From an optimization exercise on the open Yosys and OpenROAD flow, aimed at small area; shortcuts taken in it are not production practice. Function was checked by simulation only, so behaviour that the tests miss may differ from the original. No activity file was given, so power comes from the tool's default toggle rates.

==> flow/design.v (excerpt) <==
module Controlador_VGA(
input wire clock, reset,
input wire [7:0] out_seg_hora,out_min_hora,out_hora_hora,
input wire [7:0] out_dia_fecha,out_mes_fecha,out_jahr_fecha,
input wire [7:0] out_seg_timer,out_min_timer,out_hora_timer,
input wire [1:0] out_banderas_config,
input wire AM_PM,
input wire [1:0] config_mode, cursor_location,
output reg alarma_sonora,
output wire hsync, vsync,
output wire [11:0] RGB
);
Size: roughly 570 cells after synthesis, about 96 I/O pins, ~4600 sq um of cells after synthesis.
Settings: LEC_CHECK=0, CAP_MARGIN=20, CORE_MARGIN=2, CORE_UTILIZATION=40, SLEW_MARGIN=20; clock period 10.0 ns.
standard.sh (not shown) runs the stock make flow with config.mk's settings and CLKGATE_MAP_FILE= SYNTH_SCRIPT=/design/flow/synth_recipe.tcl, a recipe that flattens the netlist after the stock synthesis.
==> flow/flow/run.sh <==
#!/bin/bash
# Own layout flow: the standard ORFS flow (standard.sh) with these changes:
#  - every input and output port still gets its own buffer, but the smallest
#    one (buf_1) instead of the clkdlybuf4s50_1 that buffer_ports picks;
#  - clock tree built from clkbuf_4 cells in clusters of up to 20 registers,
#    without dummy load cells;
#  - the buffers synthesis puts on outputs that share a net are removed at
#    floorplan (REMOVE_ABC_BUFFERS), and global placement is not timing-driven
#    (its repair_design would buffer high-fanout nets the 10 ns clock does not
#    need buffered); the ordinary repair_design after placement still fixes
#    every slew and capacitance limit with ORFS's default margins.
# Every ORFS script is used unchanged. Each tool's output goes to a log file
# in this folder.
set -euo pipefail
cp -r "$FLOW_HOME/scripts" scripts_area
cp flow/abc_area_map.script scripts_area/abc_speed.script
KNOBS=(SCRIPTS_DIR="$PWD/scripts_area" ADDER_MAP_FILE=
       "BUFFER_PORTS_ARGS=-buffer_cell sky130_fd_sc_hd__buf_1"
       CTS_BUF_LIST=sky130_fd_sc_hd__clkbuf_4 GPL_TIMING_DRIVEN=0 REMOVE_ABC_BUFFERS=1
       "CTS_ARGS=-sink_clustering_enable -repair_clock_nets -buf_list sky130_fd_sc_hd__clkbuf_4 -sink_clustering_size 20 -sink_clustering_max_diameter 100 -dont_use_dummy_load")
bash standard.sh "${KNOBS[@]}" synth > synth.log 2>&1
bash standard.sh "${KNOBS[@]}" finish > layout.log 2>&1
test -s out/final.def
==> flow/flow/abc_area_map.script <==
strash
dc2
&get -n
&deepsyn -T 600
&dch -f
&nf -R 1000 -E 100 -F 10
&put
topo
stime -c
The first run finished with timing, DRC and antenna clean.
==> next run, changes <==
--- a/flow/flow/run.sh
+++ b/flow/flow/run.sh
@@ -6,6 +6 @@
-#    without dummy load cells;
-#  - the buffers synthesis puts on outputs that share a net are removed at
-#    floorplan (REMOVE_ABC_BUFFERS), and global placement is not timing-driven
-#    (its repair_design would buffer high-fanout nets the 10 ns clock does not
-#    need buffered); the ordinary repair_design after placement still fixes
-#    every slew and capacitance limit with ORFS's default margins.
+#    without dummy load cells.
@@ -19 +14 @@
-       CTS_BUF_LIST=sky130_fd_sc_hd__clkbuf_4 GPL_TIMING_DRIVEN=0 REMOVE_ABC_BUFFERS=1
+       CTS_BUF_LIST=sky130_fd_sc_hd__clkbuf_4
==> flow/flow/abc_area_map.script (replaced) <==
strash
dc2
&get -n
&deepsyn -T 1500
&dch -f
&nf -R 1000 -E 100 -F 10
&put
topo
stime -c
What happened: Design area came out higher by about 0.9%; power increases by 0.38%; routed wire length increases by about 6%; synthesized cell count stays the same; sequential cell count stays the same; combinational power barely changes; area after synthesis stays the same; setup slack gets better by 0.44 ns; fmax came out higher by about 9%.
==> next run, changes <==
--- a/flow/flow/run.sh
+++ b/flow/flow/run.sh
@@ -14 +14 @@
-       CTS_BUF_LIST=sky130_fd_sc_hd__clkbuf_4
+       CTS_BUF_LIST=sky130_fd_sc_hd__clkbuf_4 SLEW_MARGIN=10 CAP_MARGIN=10 GPL_TIMING_DRIVEN=0 REMOVE_ABC_BUFFERS=1
==> flow/flow/abc_area_map.script (replaced) <==
strash
dc2
&get -n
&deepsyn -T 60
&dch -f
&nf -R 1000 -E 100 -F 10
&put
topo
stime -c
Outcome: Cell area is lower by 0.94%. Non-clock buffer count is lower by 11. Register-to-register slack is worse by 1.3 ns. Clock skew is higher by 0.0084 ns. Setup slack is worse by 1.1 ns. Die area is higher by 0.44%. Power hardly moves. Area after synthesis is higher by 0.47%.

==> re-timing with driven ports <==
How much do the figures lean on ideal ports? The routed layouts below were timed once more, with nothing changed but the port constraints.
Step 1 assumes that a clkbuf_16 drives the clock port and a buf_2 every other input.
Step 2, shift: input delay + t, output delay - t, t = (earliest + latest rising clock arrival at the registers) / 2. This alone moves slack from input paths to output paths.
Slacks: no drivers / after step 1 / after step 2; pairs: no drivers / after step 1.
run | shift t [ns] | setup slack, ns | hold slack, ns | clock arrival spread, ns | worst register clock-pin slew, ns
the first run | 0.398 | 4.580 / 4.589 / 4.190 | 0.367 / 0.367 / 0.367 | 0.030 / 0.031 | 0.11 / 0.11
the second run | 0.410 | 5.019 / 5.034 / 4.623 | 0.343 / 0.343 / 0.343 | 0.034 / 0.033 | 0.11 / 0.11
the third run | 0.418 | 3.952 / 3.950 / 3.532 | 0.350 / 0.350 / 0.350 | 0.041 / 0.042 | 0.10 / 0.10
After both steps every run listed still meets setup and hold. The setup slack of the third run, which loses most, moves by -0.002 ns with the drivers and by -0.420 ns with both steps.
